This design comes from an exercise in tuning for small area and a short achievable clock period on the open sky130 flow, not from production work. The RTL was checked by simulation tests, not by an equivalence proof against the original design. Power and IR drop assume default switching activity.

== red ==
Design DCPU, start of the top module:
module DCPU(
  input  wire       CLK,
  input  wire       RST,
  input  wire       EN,
  input  wire       Start,
  output wire[7:0]  InstMemAddr,
  input  wire[15:0] Inst,
  output wire[7:0]  DataMemAddr,
  input  wire[15:0] DataIn,
  output wire       DataMemWE,
  output wire[15:0] DataOut
);
make LEC_CHECK=0 ABC_AREA=1 CAP_MARGIN=20 CORE_MARGIN=2 CORE_UTILIZATION=40 SETUP_SLACK_MARGIN=2.5 SLEW_MARGIN=20 finish   # period 5.0 ns
run.sh (not shown) runs the stock make flow with config.mk's settings and CLKGATE_MAP_FILE= SYNTH_SCRIPT=/design/flow/synth_recipe.tcl, a recipe that flattens the netlist after the stock synthesis.
[inputs] blue vs red
--- a/flow/config.mk
+++ b/flow/config.mk
@@ -9,5 +9,5 @@
 export CAP_MARGIN = 20
 export CORE_MARGIN = 2
-export CORE_UTILIZATION = 40
+export CORE_UTILIZATION = 60
 export SETUP_SLACK_MARGIN = 2.5
 export SLEW_MARGIN = 20
### Flow results
The hold slack number comes out lower for red vs blue.
Comparing blue and red, the higher area growth from synthesis to layout was measured on red.
Of blue and red, it is blue that has the lower wire length.
Comparing blue against red, there is no change at all in sequential cell count.
Taking red as the reference, in blue routed length per instance rose by 4.4%, post-cts repair resize count now smaller, proportion of power drawn by combinational gates essentially unchanged.
When the final numbers for blue and red were put side by side, the overall routing resource usage turned out to be greater in blue.
In blue the clock network fraction of total power turned out 0.2 points higher than in red.
Largest incremental delay on the critical path (lower): red
Both conditions hold for blue: the flow ran to the end and the final layout passed the timing, DRC and antenna checks.
### blue -> green
--- a/flow/config.mk
+++ b/flow/config.mk
@@ -9,5 +9,6 @@
 export CAP_MARGIN = 20
 export CORE_MARGIN = 2
-export CORE_UTILIZATION = 60
-export SETUP_SLACK_MARGIN = 2.5
+export CORE_UTILIZATION = 40
+export SETUP_SLACK_MARGIN = 2.7
 export SLEW_MARGIN = 20
+export TNS_END_PERCENT = 0
Results
Looking at detailed-routing wirelength on met1, green sits about 14% higher than blue does. On sequential share of layout area: between green and blue, it ends up lower for green. In terms of leakage component of the power, green and blue differ only marginally. In the final design statistics, green uses more standard cells in total than blue. Number of non-clock buffers: green higher than blue.
[inputs] orange vs green
--- a/flow/config.mk
+++ b/flow/config.mk
@@ -12,3 +12,2 @@
 export SETUP_SLACK_MARGIN = 2.7
 export SLEW_MARGIN = 20
-export TNS_END_PERCENT = 0
[compare] base=green new=orange: endpoint arrival time on the critical path increased by 1.43 ns relative to the old numbers; combinational share of power increased by 3.3 points relative to the old numbers; instance count on the critical path increased by 17 relative to the old numbers; count of buffers not belonging to the clock network in the layout increased by 27% relative to the old numbers; area of the placeable core closely matched the old numbers. Against green, the final cell area of orange is higher. orange against green: fraction of power consumed by the clock network went down 0.8 points, global-route track usage on met2 +1.5 points.
Modified inputs, purple compared to orange
--- a/flow/config.mk
+++ b/flow/config.mk
@@ -7,7 +7,7 @@
 export LEC_CHECK = 0
 export ABC_AREA = 1
-export CAP_MARGIN = 20
+export CAP_MARGIN = 0
 export CORE_MARGIN = 2
 export CORE_UTILIZATION = 40
-export SETUP_SLACK_MARGIN = 2.7
-export SLEW_MARGIN = 20
+export SETUP_SLACK_MARGIN = 2.5
+export SLEW_MARGIN = 0
## What came out
Number of antenna violations at the first check in global routing: purple > orange
Diff purple..orange | total number of tap cells | unchanged
The lower smallest setup slack after layout came out of purple.
As far as synthesized cell count is concerned, orange and purple perform about the same.
purple: post-route total power is 8.2% lower than what orange reported.


Another version of the RTL of DCPU (not shown whole).
Size in the first run: ~310 flip-flops, roughly 69 I/O pins.
export LEC_CHECK = 0
export ABC_AREA = 1
export CAP_MARGIN = 20
export CORE_MARGIN = 2
export CORE_UTILIZATION = 50
export SETUP_SLACK_MARGIN = 2.6
export SLEW_MARGIN = 20
create_clock -name core_clock -period 5.0 [get_ports {CLK}]
Next try:
Settings changed: CORE_UTILIZATION 50 to 40, SETUP_SLACK_MARGIN 2.6 to 2.3.
After rerunning: Synthesized cell count is unchanged. Total power went down by a few percent. Worst hold slack improves by 40 ps. Cell area goes down by a few percent. Utilization goes down by 14 points. Die area climbs by a quarter to a third. Non-clock buffer count is lower by 31. Wire length decreases slightly. Area after synthesis does not change. Sequential power decreases by a few percent.
Next try:
Settings changed: SETUP_SLACK_MARGIN 2.3 to 2.8.
Effect: The new run went through all stages and came out clean. Total power goes up by about 16%. Die area stays the same. Via count came out higher by 5.8%.
Next try:
Settings changed: ABC_AREA 1 to 0, SETUP_SLACK_MARGIN 2.8 to 2.6.
After rerunning: Routed wire length goes up by 0.59%; clock-buffer cell count falls by 7; area after synthesis came out higher by 4.9%; fmax decreases by 17%; worst setup slack is worse by 480 ps; worst hold slack is better by 41 ps; critical path depth decreases by 4.


DCPU, a different RTL version from the one above (not shown whole).
Size in the first run: ~2700 cells after synthesis, roughly 280 flip-flops, ~0.018 mm² of cells after synthesis.
Design DCPU, start of the top module:
module DCPU(
  input  wire       CLK,
  input  wire       RST,
  input  wire       EN,
  input  wire       Start,
  output wire[7:0]  InstMemAddr,
  input  wire[15:0] Inst,
  output wire[7:0]  DataMemAddr,
  input  wire[15:0] DataIn,
  output wire       DataMemWE,
  output wire[15:0] DataOut
);
==> flow/config.mk <==
export PLATFORM = sky130hd
export DESIGN_NAME = DCPU
export DESIGN_NICKNAME = DCPU
export VERILOG_FILES = /design/flow/design.v
export SDC_FILE = /design/flow/constraint.sdc
export NUM_CORES = 4
export LEC_CHECK = 0
export ABC_AREA = 1
export CAP_MARGIN = 20
export CORE_MARGIN = 2
export CORE_UTILIZATION = 40
export SETUP_SLACK_MARGIN = 2
export SLEW_MARGIN = 20
==> flow/constraint.sdc <==
create_clock -name core_clock -period 5.0 [get_ports {CLK}]
set_input_delay 1.0000 -clock core_clock [delete_from_list [all_inputs] [get_ports {CLK}]]
set_output_delay 1.0000 -clock core_clock [all_outputs]
set_load 0.01 [all_outputs]
Change:
SETUP_SLACK_MARGIN = 3   (was 2)
Cell area came out higher by 9.8%.
Total power came out higher by 10%.
Utilization came out higher by 5.0 points.
Clock-buffer cell count came out higher by 6.
Area after synthesis is unchanged.
Cell count came out higher by 2.3%.
Wire length came out lower by 1.8%.


DCPU, a different RTL version from the one above (not shown whole).
Size: roughly 2600 cells after synthesis, about 280 flip-flops, about 69 I/O pins.
export LEC_CHECK = 0
export ABC_AREA = 1
export CAP_MARGIN = 20
export CORE_MARGIN = 2
export CORE_UTILIZATION = 40
export SLEW_MARGIN = 20
create_clock -name core_clock -period 5.0 [get_ports {CLK}]
The first run finished with timing, DRC and antenna clean.
Rerun with:
ABC_AREA = default   (was 1)
Effect: Count of clock-buffer cells in the layout shrinks by 9. Utilization is higher by 0.26 points. Die area went up by 4.9%. Power decreases by 7.6%. Clock skew goes down by 0.015 ns. Area after synthesis went up by 5.0%.


exp/sierra:
RTL: one of the versions met above, not the one the previous note started from.
Size in the first run: roughly 69 I/O pins, ~18,000 um^2 of cells after synthesis.
Settings: LEC_CHECK=0, ABC_AREA=1, CAP_MARGIN=20, CORE_MARGIN=2, CORE_UTILIZATION=40, PLACE_DENSITY=0.75, SETUP_SLACK_MARGIN=2.6, SLEW_MARGIN=20; clock period 5.0 ns.
What exp/ember does differently from exp/sierra at the input level:
Settings: changing PLACE_DENSITY from 0.75 to 0.45.
==> results.txt <==
Comparing exp/ember and exp/sierra, the higher logic depth of the worst path, buffers included was measured on exp/sierra. Going from exp/sierra to exp/ember, combinational power share -2.4 points, sequential share of cell area -0.90 points, met2 layer wire length in the routed design +about 9%. Compared with exp/sierra, exp/ember ends up with more cell area. From exp/sierra to exp/ember, area inside the core boundary did not move at all. exp/ember has worst-skew pair later-pin latency below what exp/sierra had. Relative to exp/sierra, exp/ember improves setup slack of the critical path after layout. Final critical-path share of the clock period: exp/ember vs exp/sierra down 0.25 points. exp/ember reports a higher clock skew than exp/sierra does.
#### Input delta (exp/quartz over exp/ember)
Settings: PLACE_DENSITY removed (was 0.45); TNS_END_PERCENT newly set to 50.
Notes after the runs:
- exp/quartz went all the way through the flow, and no timing, DRC or antenna check failed.
- Data arrival time of the worst path delta for exp/quartz relative to exp/ember: 1.26 ns lower
- The higher slew at the pin with the worst max-slew slack came out of exp/ember.
- Re number of enable-type register cells in the synthesized netlist: no difference whatsoever between exp/quartz and exp/ember.
- Number of global-route vias before repair sits higher in exp/quartz than in exp/ember.
- Re global-route wire length before repair: exp/ember and exp/quartz aren't equal, and the lower value belongs to exp/quartz.


DCPU, a different RTL version from the one above (not shown whole).
Size in the first run: ~69 I/O pins, ~17000 sq um of cells after synthesis.
Settings: LEC_CHECK=0, ABC_AREA=1, CAP_MARGIN=20, CORE_MARGIN=2, CORE_UTILIZATION=40, SLEW_MARGIN=20; clock period 5.0 ns.
The starting point completed without violations.
Next try:
- SETUP_SLACK_MARGIN: default -> 1.5
- worst setup slack improves by 310 ps
- clock-buffer cell count does not change
- flip-flop and latch count stays the same
- utilization is higher by 0.34 points
- sequential share of layout area falls by 0.25 points
- routed wire length barely changes
- global-route usage hardly moves
- cell count goes up slightly


DCPU, a different RTL version from the one above (not shown whole).
Size: ~2100 cells after synthesis, ~310 flip-flops, roughly 69 I/O pins.
Design DCPU, start of the top module:
module DCPU(
  input  wire       CLK,
  input  wire       RST,
  input  wire       EN,
  input  wire       Start,
  output wire[7:0]  InstMemAddr,
  input  wire[15:0] Inst,
  output wire[7:0]  DataMemAddr,
  input  wire[15:0] DataIn,
  output wire       DataMemWE,
  output wire[15:0] DataOut
);
export LEC_CHECK = 0
export ABC_AREA = 1
export CAP_MARGIN = 20
export CORE_MARGIN = 2
export CORE_UTILIZATION = 40
export SETUP_SLACK_MARGIN = 2.5
export SLEW_MARGIN = 20
create_clock -name core_clock -period 5.0 [get_ports {CLK}]
Rerun with:
==> flow/flow/run.sh (new file) <==
#!/bin/bash
set -euo pipefail
W=$PWD
exec > "$W/run_sh.log" 2>&1
{
  head -n 1 "$W/synth_recipe.tcl"
  cat <<'EOT'
proc abc {args} {
  set i [lsearch -exact $args -script]
  if {$i >= 0} { lset args [expr {$i + 1}] $::env(MY_ABC_SCRIPT) }
  yosys abc {*}$args
}
EOT
  tail -n +2 "$W/synth_recipe.tcl"
} > "$W/my_synth.tcl"
sed "s#SYNTH_SCRIPT=[^ ]*#SYNTH_SCRIPT=$W/my_synth.tcl#" "$W/standard.sh" > "$W/my_standard.sh"
grep -q "SYNTH_SCRIPT=$W/my_synth.tcl" "$W/my_standard.sh"
export MY_ABC_SCRIPT="$W/flow/abc.script"
bash "$W/my_standard.sh" > "$W/make.log" 2>&1
==> flow/flow/abc.script (new file) <==
&get -n
&st
&dch
&nf -R 1000
&put
topo
stime -c
buffer -c
upsize -c
dnsize -c
==> flow/standard.sh (new file) <==
#!/bin/bash
# synth_recipe.tcl (not shown) runs the flow's synth.tcl, then flattens the netlist and writes it again
# the make line also repeats each setting of config.mk as NAME=value (left out here)
make -C /OpenROAD-flow-scripts/flow DESIGN_CONFIG=/design/flow/config.mk WORK_HOME=/design/flow/orfs CLKGATE_MAP_FILE= SYNTH_SCRIPT=/design/flow/synth_recipe.tcl "${@:-finish}"
removed: flow/run.sh
Synthesized cell count shrinks by 27%.
Wire length shrinks by 14%.
Combinational power grows by 36%.


Setup of build 85:
DCPU with an RTL version that a note above also has.
Size: roughly 2500 cells after synthesis, roughly 310 flip-flops, roughly 69 I/O pins, ~18000 sq um of cells after synthesis.
clock: 5.0 ns
lec_check: 0
abc_area: 1
cap_margin: 20
core_margin: 2
core_utilization: 40
setup_slack_margin: 2.4
slew_margin: 20
Stock flow here: none of the scripts above is used.
Setup changes, build 85 to build 36
Settings: swapping 2.4 for 2.7 in SETUP_SLACK_MARGIN.
==> comparison <==
Diff build 85 -> build 36: number of standard cells in the final layout excluding fillers grew by 32; total via count after detailed routing increased by about 4.4% relative to the old numbers; net switching component of the power went up by 20%. Against build 85, build 36 reports a synthesis-to-finish area growth that is higher. In the tables for build 36 and build 85, largest incremental delay on the critical path reads higher with build 36. Sequential fraction of design power: build 36 vs build 85 down 4.3 points. Between build 36 and build 85, final core utilization is higher for build 36, build 85 comes in under that. Looking at the reports, build 36 completed the entire flow and the layout it produced met the timing, DRC and antenna checks. Final period utilization in build 36 vs build 85: down 1.2 points. | final period demand of the worst path | build 36 vs build 85 | 0.059 ns lower |.
### build 36 -> build 50
Settings: swapping 2.7 for 2.5 in SETUP_SLACK_MARGIN.
Results
What build 50 reported for placer's final routability congestion estimate has to be multiplied by 1.08 to get the figure for build 36. Build 50 | status: complete | timing, DRC, antenna: pass. Min core utilization across build 36 and build 50: build 50. Met1 routed wirelength after detailed routing, build 36 and build 50: smaller value in build 50. Across both runs, number of buffers and inverters on the critical path was higher for build 50 than for build 36. Comparing build 36 and build 50, aggregate global-route resource usage is lower on build 50.


Setup of v3:
DCPU, a different RTL version from the one above (not shown whole).
Size in the first run: ~2400 cells after synthesis, about 300 flip-flops, about 0.017 mm2 of cells after synthesis.
// DCPU
module DCPU(
  input  wire       CLK,
  input  wire       RST,
  input  wire       EN,
  input  wire       Start,
  output wire[7:0]  InstMemAddr,
  input  wire[15:0] Inst,
  output wire[7:0]  DataMemAddr,
  input  wire[15:0] DataIn,
  output wire       DataMemWE,
  output wire[15:0] DataOut
);
  localparam [4:0] NOP  = 5'b00000, HALT = 5'b00001, LOAD = 5'b00010,
                   STORE= 5'b00011, CMP  = 5'b00100, BE   = 5'b00101,
                   JUMP = 5'b00110, JMPR = 5'b00111, BZ   = 5'b01000,
                   BNZ  = 5'b01001, BN   = 5'b01010, BNN  = 5'b01011,
                   BC   = 5'b01100, BNC  = 5'b01101, BB   = 5'b01110,
                   BS   = 5'b01111, ADD  = 5'b10000, ADDI = 5'b10001,
                   ADDC = 5'b10010, SUB  = 5'b10011, SUBI = 5'b10100,
                   SUBB = 5'b10101, INC  = 5'b10110, LDIL = 5'b10111,
                   LDIH = 5'b11000, XOR  = 5'b11001, AND  = 5'b11010,
                   OR   = 5'b11011, SLL  = 5'b11100, SLA  = 5'b11101,
                   SRL  = 5'b11110, SRA  = 5'b11111;
  localparam [3:0] A_ZERO = 4'b0000, A_ADD = 4'b0001, A_SUB = 4'b0011,
                   A_XOR  = 4'b0100, A_AND = 4'b0101, A_OR  = 4'b0110,
                   A_SLL  = 4'b1000, A_SRL = 4'b1010, A_SRA = 4'b1011;
  reg        state;           
  reg [7:0]  PC;
  reg        PCSt;
  reg [1:0]  BrSt;
  reg [15:0] IDIR;
  reg [4:0]  EXop;            
  reg [2:0]  EXrd;            
  reg [3:0]  EXOP;            
  reg        EXCF;            
  reg [15:0] EXRA, EXRB, EXSD;
  reg [4:0]  MRop;
  reg [2:0]  MRrd;
  ...
clock: 5.0 ns
lec_check: 0
abc_area: 1
cap_margin: 20
core_margin: 2
core_utilization: 40
setup_slack_margin: 3.0
slew_margin: 20
v3 was carried through to the last stage, and its layout satisfied the timing, DRC and antenna checks.
What v21 does differently from v3 at the input level:
Settings: SETUP_SLACK_MARGIN changed from 3.0 to 1.5.
### Flow results
- From v3 to v21 the numbers moved as follows: combinational share of power shows a reduction of 12 points, register fraction of the total cell area increased by 6.9 points relative to the old numbers, total non-filler cell area in the finished layout shrank by 0.0044 mm2.
- ~same number of multi-input logic gates in v21 and v3
- The clock group share of total power of v21 exceeds that of v3 by 6.0 points.
For v1, these inputs were changed with respect to v21:
Settings: SETUP_SLACK_MARGIN now 2.5, was 1.5.
## What came out
v1 vs v21 — worst reg-to-reg path cell count rose 7. v1 vs. v21: met2 layer wire length in the routed design went up by 2100 um. The final core utilization of v1 exceeds that of v21 by 6.3 points. Diff v21 -> v1 | fraction of power consumed by sequential logic | decrease of 4.0 points. v1 vs v21: routed wire length up in v1. Diff v1..v21 | flip-flop and latch count | unchanged. v1 ends up with higher detail-routed via count per cell than v21 does. Taking v1 over v21, the design area ratio works out to 1.14. For the filler cell count in the final layout, v1 came in about 7% lower than v21 did. Sort v1 and v21 by register share of the cell area asc -> top: v1.

## re-timing with driven ports
How much do the figures lean on ideal ports? The routed layouts below were timed once more, with nothing changed but the port constraints.
Step 1, drivers: a clkbuf_16 drives CLK and a buf_2 each remaining input, both assumed.
Step 2 times the ports against the registers' clock, not the clock port: input delays grow and output delays shrink by t, the midpoint of the rising clock arrivals with the driver on.
a / b / c = ideal / step 1 / step 2; a / b = the first two.
run	t (ns)	slack for setup (ns)	worst hold slack (ns)	slew at the worst register clock pin (ns)
red	0.571	2.449 / 2.449 / 2.055	0.421 / 0.421 / 0.421	0.06 / 0.06
blue	0.577	2.363 / 2.363 / 2.061	0.453 / 0.453 / 0.453	0.06 / 0.06
green	0.570	2.463 / 2.408 / 1.939	0.423 / 0.423 / 0.423	0.06 / 0.06
orange	0.589	2.456 / 2.456 / 2.072	0.402 / 0.402 / 0.402	0.06 / 0.06
purple	0.587	2.443 / 2.443 / 2.027	0.439 / 0.439 / 0.439	0.07 / 0.07
the first run of note 2	0.603	2.623 / 2.612 / 2.193	0.420 / 0.420 / 0.420	0.06 / 0.06
the second run of note 2	0.583	2.362 / 2.309 / 1.879	0.460 / 0.460 / 0.460	0.07 / 0.07
the third run of note 2	0.587	2.558 / 2.558 / 2.271	0.461 / 0.461 / 0.461	0.07 / 0.07
the fourth run of note 2	0.617	2.074 / 2.074 / 1.794	0.502 / 0.502 / 0.502	0.07 / 0.07
the first run of note 3	0.594	1.869 / 1.869 / 1.869	0.478 / 0.478 / 0.478	0.06 / 0.06
the second run of note 3	0.620	1.904 / 1.904 / 1.904	0.483 / 0.483 / 0.483	0.07 / 0.07
the first run of note 4	0.617	1.095 / 1.095 / 1.095	0.427 / 0.427 / 0.427	0.06 / 0.06
the second run of note 4	0.601	0.408 / 0.408 / 0.408	0.485 / 0.485 / 0.485	0.07 / 0.07
exp/sierra	0.623	2.597 / 2.564 / 2.085	0.451 / 0.451 / 0.451	0.07 / 0.07
exp/ember	0.604	2.610 / 2.610 / 2.044	0.441 / 0.441 / 0.441	0.06 / 0.06
exp/quartz	0.583	2.466 / 2.411 / 2.259	0.461 / 0.461 / 0.461	0.07 / 0.07
the first run of note 6	0.589	1.300 / 1.300 / 1.300	0.421 / 0.421 / 0.421	0.07 / 0.07
the second run of note 6	0.591	1.611 / 1.611 / 1.611	0.419 / 0.419 / 0.419	0.07 / 0.07
the first run of note 7	0.589	2.410 / 2.410 / 2.003	0.378 / 0.378 / 0.378	0.07 / 0.07
the second run of note 7	0.587	1.688 / 1.688 / 1.688	0.440 / 0.440 / 0.440	0.06 / 0.06
build 85	0.584	2.443 / 2.390 / 1.995	0.463 / 0.463 / 0.463	0.07 / 0.07
build 36	0.585	2.502 / 2.502 / 2.121	0.426 / 0.426 / 0.426	0.07 / 0.07
build 50	0.583	2.548 / 2.494 / 2.052	0.462 / 0.462 / 0.462	0.07 / 0.07
v3	0.596	2.391 / 2.391 / 2.248	0.397 / 0.397 / 0.397	0.06 / 0.06
v21	0.585	1.610 / 1.610 / 1.376	0.414 / 0.414 / 0.414	0.06 / 0.06
v1	0.591	2.421 / 2.421 / 2.098	0.409 / 0.409 / 0.409	0.07 / 0.07
After both steps setup and hold are still met in every run listed. The setup slack of exp/ember, which loses most, moves by 0.000 ns with the drivers and by -0.566 ns with both steps.
